From an optimization exercise on the open Yosys and OpenROAD flow, aimed at small area and a short achievable clock period; shortcuts taken in it are not production practice. RTL that was checked went through simulation tests only; none was proved equivalent to the original. Power is estimated from default activity; no workload was simulated.

Design divmodder, start of the top module:
module divmodder #(parameter WIDTH = 32, parameter LATENCY = 4) (
  input clock, input reset,
  input [WIDTH-1:0] in1, input [WIDTH-1:0] in2,
  output [WIDTH-1:0] div, output [WIDTH-1:0] mod);
  wire [0:0] t0 = in1[31];
  wire hi0 = |in2[31:1];
  wire [0:0] dd0 = in2[0:0];
  wire [0:0] pg0 = ~(t0 ^ dd0);
  wire [0:0] gg0 = ~t0 & dd0;
  wire [1:0] bw0 = {gg0[0], 1'b0};
  wire [0:0] df0 = ~pg0 ^ bw0[0:0];
  wire ge0 = ~bw0[1] & ~hi0;
  wire [0:0] r1 = ge0 ? df0 : t0;
  wire [0:0] q1 = ge0;
  wire [1:0] t1 = {r1, in1[30]};
  wire hi1 = |in2[31:2];
  wire [1:0] dd1 = in2[1:0];
  wire [1:0] pg1 = ~(t1 ^ dd1);
  wire [1:0] gg1 = ~t1 & dd1;
  wire G1_1 = gg1[1] | (pg1[1] & gg1[0]);
  wire P1_1 = pg1[1] & pg1[0];
  wire [2:0] bw1 = {G1_1, gg1[0], 1'b0};
  wire [1:0] df1 = ~pg1 ^ bw1[1:0];
  wire ge1 = ~bw1[2] & ~hi1;
  wire [1:0] r2 = ge1 ? df1 : t1;
  wire [1:0] q2 = {q1, ge1};
  reg [31:0] s1_d;
  always @(posedge clock) s1_d <= in2;
  reg [29:0] s1_a;
  always @(posedge clock) s1_a <= in1[29:0];
  reg [1:0] s1_r;
  always @(posedge clock) s1_r <= r2;
  reg [1:0] s1_q;
  always @(posedge clock) s1_q <= q2;
  wire [2:0] t2 = {s1_r, s1_a[29]};
  wire hi2 = |s1_d[31:3];
  wire [2:0] dd2 = s1_d[2:0];
  wire [2:0] pg2 = ~(t2 ^ dd2);
  wire [2:0] gg2 = ~t2 & dd2;
  wire G2_1 = gg2[1] | (pg2[1] & gg2[0]);
  wire P2_1 = pg2[1] & pg2[0];
  wire G2_2 = gg2[2] | (pg2[2] & G2_1);
  wire P2_2 = pg2[2] & P2_1;
  wire [3:0] bw2 = {G2_2, G2_1, gg2[0], 1'b0};
  wire [2:0] df2 = ~pg2 ^ bw2[2:0];
  wire ge2 = ~bw2[3] & ~hi2;
  wire [2:0] r3 = ge2 ? df2 : t2;
  wire [2:0] q3 = {s1_q, ge2};
  wire [3:0] t3 = {r3, s1_a[28]};
  wire hi3 = |s1_d[31:4];
  wire [3:0] dd3 = s1_d[3:0];
  wire [3:0] pg3 = ~(t3 ^ dd3);
  wire [3:0] gg3 = ~t3 & dd3;
  wire G3_1 = gg3[1] | (pg3[1] & gg3[0]);
  wire P3_1 = pg3[1] & pg3[0];
  wire G3_2 = gg3[3] | (pg3[3] & gg3[2]);
  wire P3_2 = pg3[3] & pg3[2];
  wire G3_3 = gg3[2] | (pg3[2] & G3_1);
  wire P3_3 = pg3[2] & P3_1;
  ...
For scale: about 330 flip-flops, about 130 I/O pins, roughly 0.036 sq mm of cells after synthesis.
Settings: LEC_CHECK=0, ABC_AREA=1, CAP_MARGIN=20, CORE_MARGIN=2, CORE_UTILIZATION=55, SLEW_MARGIN=20; clock period 85.0 ns.
standard.sh (not shown) runs the stock make flow with config.mk's settings and CLKGATE_MAP_FILE= SYNTH_SCRIPT=/design/flow/synth_recipe.tcl, a recipe that flattens the netlist after the stock synthesis.
==> flow/flow/run.sh <==
#!/bin/bash
# The standard layout, with plain buf_1 cells as the port buffers
# (instead of the default delay-buffer cells), and timing repair asked
# to leave a setup margin, so that it speeds up the critical paths.
set -euo pipefail
bash standard.sh "BUFFER_PORTS_ARGS=-buffer_cell sky130_fd_sc_hd__buf_1" "SETUP_SLACK_MARGIN=64.5" finish > standard.log 2>&1
==> next run, changes <==
--- a/flow/design.v
+++ b/flow/design.v
@@ -2482,19 +2482,18 @@
   wire G31_78 = G31_62 | (P31_62 & G31_56);
   wire P31_78 = P31_62 & P31_56;
   wire G31_79 = G31_63 | (P31_63 & G31_56);
   wire P31_79 = P31_63 & P31_56;
   wire G31_80 = G31_64 | (P31_64 & G31_56);
   wire P31_80 = P31_64 & P31_56;
   wire [32:0] bw31 = {G31_80, G31_79, G31_78, G31_77, G31_76, G31_75, G31_74, G31_73, G31_72, G31_71, G31_70, G31_69, G31_68, G31_67, G31_66, G31_65, G31_56, G31_55, G31_54, G31_53, G31_52, G31_51, G31_50, G31_49, G31_36, G31_35, G31_34, G31_33, G31_18, G31_17, G31_1, gg31[0], 1'b0};
   wire [31:0] df31 = ~pg31 ^ bw31[31:0];
   wire ge31 = ~bw31[32] & ~hi31;
+  wire [31:0] r32 = ge31 ? df31 : t31;
   wire [31:0] q32 = {q31, ge31};
-  reg [31:0] s4_t;
-  always @(posedge clock) s4_t <= t31;
-  reg [31:0] s4_df;
-  always @(posedge clock) s4_df <= df31;
+  reg [31:0] s4_r;
+  always @(posedge clock) s4_r <= r32;
   reg [31:0] s4_q;
   always @(posedge clock) s4_q <= q32;
   assign div = s4_q;
-  assign mod = (s4_q[0] ? s4_df : s4_t);
+  assign mod = s4_r;
 endmodule
Flip-flop and latch count came out lower by 32.
Hold slack barely changes.
Count of clock-buffer cells in the layout drops by 5.
Sequential share of layout area fell by 1.5 points.
Die area is lower by about 2.6%.
Clock power hardly moves.
Wire length falls by 0.51%.
Synthesized area fell by 2.6%.
Power shrinks by about 3.5%.
For the second run of this note, only the layout was checked, not whether the RTL still works.

========
Another version of the RTL of divmodder (not shown whole).
Size: ~5100 cells after synthesis, roughly 330 flip-flops, ~130 I/O pins, roughly 36000 µm² of cells after synthesis.
export LEC_CHECK = 0
export ABC_AREA = 1
export CAP_MARGIN = 20
export CORE_MARGIN = 2
export CORE_UTILIZATION = 40
export SLEW_MARGIN = 20
create_clock -name core_clock -period 85.0 [get_ports {clock}]
==> flow/flow/run.sh <==
#!/bin/bash
# The standard layout, with plain buf_1 cells as the port buffers
# (instead of the default delay-buffer cells), and timing repair asked
# to leave a setup margin, so that it speeds up the critical paths.
set -euo pipefail
bash standard.sh "BUFFER_PORTS_ARGS=-buffer_cell sky130_fd_sc_hd__buf_1" "SETUP_SLACK_MARGIN=65" finish > standard.log 2>&1
The first run produced a clean layout.
==> next run, changes <==
--- a/flow/design.v
+++ b/flow/design.v
@@ -7,50 +7,50 @@
   wire [0:0] dd0 = in2[0:0];
   wire [0:0] pg0 = ~(t0 ^ dd0);
   wire [0:0] gg0 = ~t0 & dd0;
   wire [1:0] bw0 = {gg0[0], 1'b0};
   wire [0:0] df0 = ~pg0 ^ bw0[0:0];
   wire ge0 = ~bw0[1] & ~hi0;
   wire [0:0] r1 = ge0 ? df0 : t0;
   wire [0:0] q1 = ge0;
-  wire [1:0] t1 = {r1, in1[30]};
-  wire hi1 = |in2[31:2];
-  wire [1:0] dd1 = in2[1:0];
+  reg [31:0] s1_d;
+  always @(posedge clock) s1_d <= in2;
+  reg [30:0] s1_a;
+  always @(posedge clock) s1_a <= in1[30:0];
+  reg [0:0] s1_r;
+  always @(posedge clock) s1_r <= r1;
+  reg [0:0] s1_q;
+  always @(posedge clock) s1_q <= q1;
+  wire [1:0] t1 = {s1_r, s1_a[30]};
+  wire hi1 = |s1_d[31:2];
+  wire [1:0] dd1 = s1_d[1:0];
   wire [1:0] pg1 = ~(t1 ^ dd1);
   wire [1:0] gg1 = ~t1 & dd1;
   wire G1_1 = gg1[1] | (pg1[1] & gg1[0]);
   wire P1_1 = pg1[1] & pg1[0];
   wire [2:0] bw1 = {G1_1, gg1[0], 1'b0};
   wire [1:0] df1 = ~pg1 ^ bw1[1:0];
   wire ge1 = ~bw1[2] & ~hi1;
   wire [1:0] r2 = ge1 ? df1 : t1;
-  wire [1:0] q2 = {q1, ge1};
-  reg [31:0] s1_d;
-  always @(posedge clock) s1_d <= in2;
-  reg [29:0] s1_a;
-  always @(posedge clock) s1_a <= in1[29:0];
-  reg [1:0] s1_r;
-  always @(posedge clock) s1_r <= r2;
-  reg [1:0] s1_q;
-  always @(posedge clock) s1_q <= q2;
-  wire [2:0] t2 = {s1_r, s1_a[29]};
+  wire [1:0] q2 = {s1_q, ge1};
+  wire [2:0] t2 = {r2, s1_a[29]};
   wire hi2 = |s1_d[31:3];
   wire [2:0] dd2 = s1_d[2:0];
   wire [2:0] pg2 = ~(t2 ^ dd2);
   wire [2:0] gg2 = ~t2 & dd2;
   wire G2_1 = gg2[1] | (pg2[1] & gg2[0]);
   wire P2_1 = pg2[1] & pg2[0];
   wire G2_2 = gg2[2] | (pg2[2] & G2_1);
   wire P2_2 = pg2[2] & P2_1;
   wire [3:0] bw2 = {G2_2, G2_1, gg2[0], 1'b0};
   wire [2:0] df2 = ~pg2 ^ bw2[2:0];
   wire ge2 = ~bw2[3] & ~hi2;
   wire [2:0] r3 = ge2 ? df2 : t2;
-  wire [2:0] q3 = {s1_q, ge2};
+  wire [2:0] q3 = {q2, ge2};
   wire [3:0] t3 = {r3, s1_a[28]};
   wire hi3 = |s1_d[31:4];
   wire [3:0] dd3 = s1_d[3:0];
   wire [3:0] pg3 = ~(t3 ^ dd3);
   wire [3:0] gg3 = ~t3 & dd3;
   wire G3_1 = gg3[1] | (pg3[1] & gg3[0]);
   wire P3_1 = pg3[1] & pg3[0];
   wire G3_2 = gg3[3] | (pg3[3] & gg3[2]);
After rerunning: Wire length goes up by 2.6%. Register-to-register slack is worse by 0.42 ns. Die area shrinks by 0.49%. Via count went up by 1.7%. Total power went up by 1.1%. Critical path depth goes up by 127. Combinational power went up by about 3%.
Function was not checked in any run of this note: the RTL went through the layout flow alone.

========
== rev 12 ==
Another version of the RTL of divmodder (not shown whole).
Size: ~5100 cells after synthesis.
Settings: LEC_CHECK=0, ABC_AREA=1, CAP_MARGIN=20, CORE_MARGIN=2, CORE_UTILIZATION=40, SLEW_MARGIN=20; clock period 85.0 ns.
Scripts as last shown in full above: flow/flow/run.sh
What rev 13 does differently from rev 12 at the input level:
diff --git a/flow/design.v b/flow/design.v
--- a/flow/design.v
+++ b/flow/design.v
@@ -16,62 +16,62 @@
   wire hi1 = |in2[31:2];
   wire [1:0] dd1 = in2[1:0];
   wire [1:0] pg1 = ~(t1 ^ dd1);
   wire [1:0] gg1 = ~t1 & dd1;
   wire G1_1 = gg1[1] | (pg1[1] & gg1[0]);
   wire P1_1 = pg1[1] & pg1[0];
   wire [2:0] bw1 = {G1_1, gg1[0], 1'b0};
   wire [1:0] df1 = ~pg1 ^ bw1[1:0];
   wire ge1 = ~bw1[2] & ~hi1;
   wire [1:0] r2 = ge1 ? df1 : t1;
   wire [1:0] q2 = {q1, ge1};
-  wire [2:0] t2 = {r2, in1[29]};
-  wire hi2 = |in2[31:3];
-  wire [2:0] dd2 = in2[2:0];
+  reg [31:0] s1_d;
+  always @(posedge clock) s1_d <= in2;
+  reg [29:0] s1_a;
+  always @(posedge clock) s1_a <= in1[29:0];
+  reg [1:0] s1_r;
+  always @(posedge clock) s1_r <= r2;
+  reg [1:0] s1_q;
+  always @(posedge clock) s1_q <= q2;
+  wire [2:0] t2 = {s1_r, s1_a[29]};
+  wire hi2 = |s1_d[31:3];
+  wire [2:0] dd2 = s1_d[2:0];
   wire [2:0] pg2 = ~(t2 ^ dd2);
   wire [2:0] gg2 = ~t2 & dd2;
   wire G2_1 = gg2[1] | (pg2[1] & gg2[0]);
   wire P2_1 = pg2[1] & pg2[0];
   wire G2_2 = gg2[2] | (pg2[2] & G2_1);
   wire P2_2 = pg2[2] & P2_1;
   wire [3:0] bw2 = {G2_2, G2_1, gg2[0], 1'b0};
   wire [2:0] df2 = ~pg2 ^ bw2[2:0];
   wire ge2 = ~bw2[3] & ~hi2;
   wire [2:0] r3 = ge2 ? df2 : t2;
-  wire [2:0] q3 = {q2, ge2};
-  reg [31:0] s1_d;
-  always @(posedge clock) s1_d <= in2;
-  reg [28:0] s1_a;
-  always @(posedge clock) s1_a <= in1[28:0];
-  reg [2:0] s1_r;
-  always @(posedge clock) s1_r <= r3;
-  reg [2:0] s1_q;
-  always @(posedge clock) s1_q <= q3;
-  wire [3:0] t3 = {s1_r, s1_a[28]};
+  wire [2:0] q3 = {s1_q, ge2};
+  wire [3:0] t3 = {r3, s1_a[28]};
   wire hi3 = |s1_d[31:4];
   wire [3:0] dd3 = s1_d[3:0];
   wire [3:0] pg3 = ~(t3 ^ dd3);
   wire [3:0] gg3 = ~t3 & dd3;
   wire G3_1 = gg3[1] | (pg3[1] & gg3[0]);
   wire P3_1 = pg3[1] & pg3[0];
   wire G3_2 = gg3[3] | (pg3[3] & gg3[2]);
   wire P3_2 = pg3[3] & pg3[2];
   wire G3_3 = gg3[2] | (pg3[2] & G3_1);
   wire P3_3 = pg3[2] & P3_1;
   wire G3_4 = G3_2 | (P3_2 & G3_1);
   wire P3_4 = P3_2 & P3_1;
   wire [4:0] bw3 = {G3_4, G3_3, G3_1, gg3[0], 1'b0};
   wire [3:0] df3 = ~pg3 ^ bw3[3:0];
   wire ge3 = ~bw3[4] & ~hi3;
   wire [3:0] r4 = ge3 ? df3 : t3;
-  wire [3:0] q4 = {s1_q, ge3};
+  wire [3:0] q4 = {q3, ge3};
   wire [4:0] t4 = {r4, s1_a[27]};
   wire hi4 = |s1_d[31:5];
   wire [4:0] dd4 = s1_d[4:0];
   wire [4:0] pg4 = ~(t4 ^ dd4);
   wire [4:0] gg4 = ~t4 & dd4;
   wire G4_1 = gg4[1] | (pg4[1] & gg4[0]);
   wire P4_1 = pg4[1] & pg4[0];
   wire G4_2 = gg4[3] | (pg4[3] & gg4[2]);
   wire P4_2 = pg4[3] & pg4[2];
   wire G4_3 = gg4[2] | (pg4[2] & G4_1);
   wire P4_3 = pg4[2] & P4_1;
- Rev 13 has clock-buffer cell count below what rev 12 had.
- Rev 13 vs rev 12, clock buffer count from CTS went down by 1.
- Rev 13 vs rev 12 — routed wire length rose 0.55%.
- Rev 13: total number of vias 199 below rev 12
- On rev 13: mean cell area of the mapped netlist is about 2% higher than what rev 12 gave.
- Row count in rev 13 is 1 higher than in rev 12
- The sequential logic power of rev 13 and that of rev 12 are within noise of each other.
- Rev 13 vs rev 12: count of cells resized by post-cts repair down
- Rev 13 ended with more combinational share of power than rev 12.
- Compared with rev 12, in rev 13 slack of the critical path dropped 0.025 ns, via count normalized by instance count dropped about 0.7%.
For rev 13, only the layout was checked, not whether the RTL still works.

==> port drivers added, routing unchanged <==
The results above use ideal ports. As a check the final layouts listed here were re-extracted and re-timed, cells and wires unchanged.
Step 1 (the two cells are an assumption about what drives the block):
set clk [get_ports {clock}]
set_driving_cell -lib_cell sky130_fd_sc_hd__clkbuf_16 $clk
set_driving_cell -lib_cell sky130_fd_sc_hd__buf_2 [delete_from_list [all_inputs] $clk]
Step 2 moves the port delays by t, midway between the first and last clock arrival at a register: inputs arrive t later, outputs are due t later. That takes back most of the time a late clock gives input paths.
Slacks: ideal ports / drivers / drivers and shift; pairs: ideal ports / drivers.
run | t (ns) | slack for setup (ns) | hold WS [ns]
the first run of note 1 | 0.635 | 65.600 / 65.600 / 65.259 | 0.322 / 0.322 / 0.322
the second run of note 1 | 0.627 | 65.039 / 65.084 / 64.457 | 0.324 / 0.324 / 0.324
the first run of note 2 | 0.668 | 65.415 / 65.453 / 64.785 | 0.323 / 0.323 / 0.323
the second run of note 2 | 0.677 | 65.690 / 65.690 / 65.690 | 0.303 / 0.303 / 0.303
rev 12 | 0.644 | 64.486 / 64.421 / 64.185 | 0.326 / 0.326 / 0.326
rev 13 | 0.684 | 64.461 / 64.391 / 64.917 | 0.306 / 0.306 / 0.306
After both steps setup and hold are still met in every run listed. The setup slack of the first run of note 2, which loses most, moves by +0.038 ns with the drivers and by -0.630 ns with both steps.
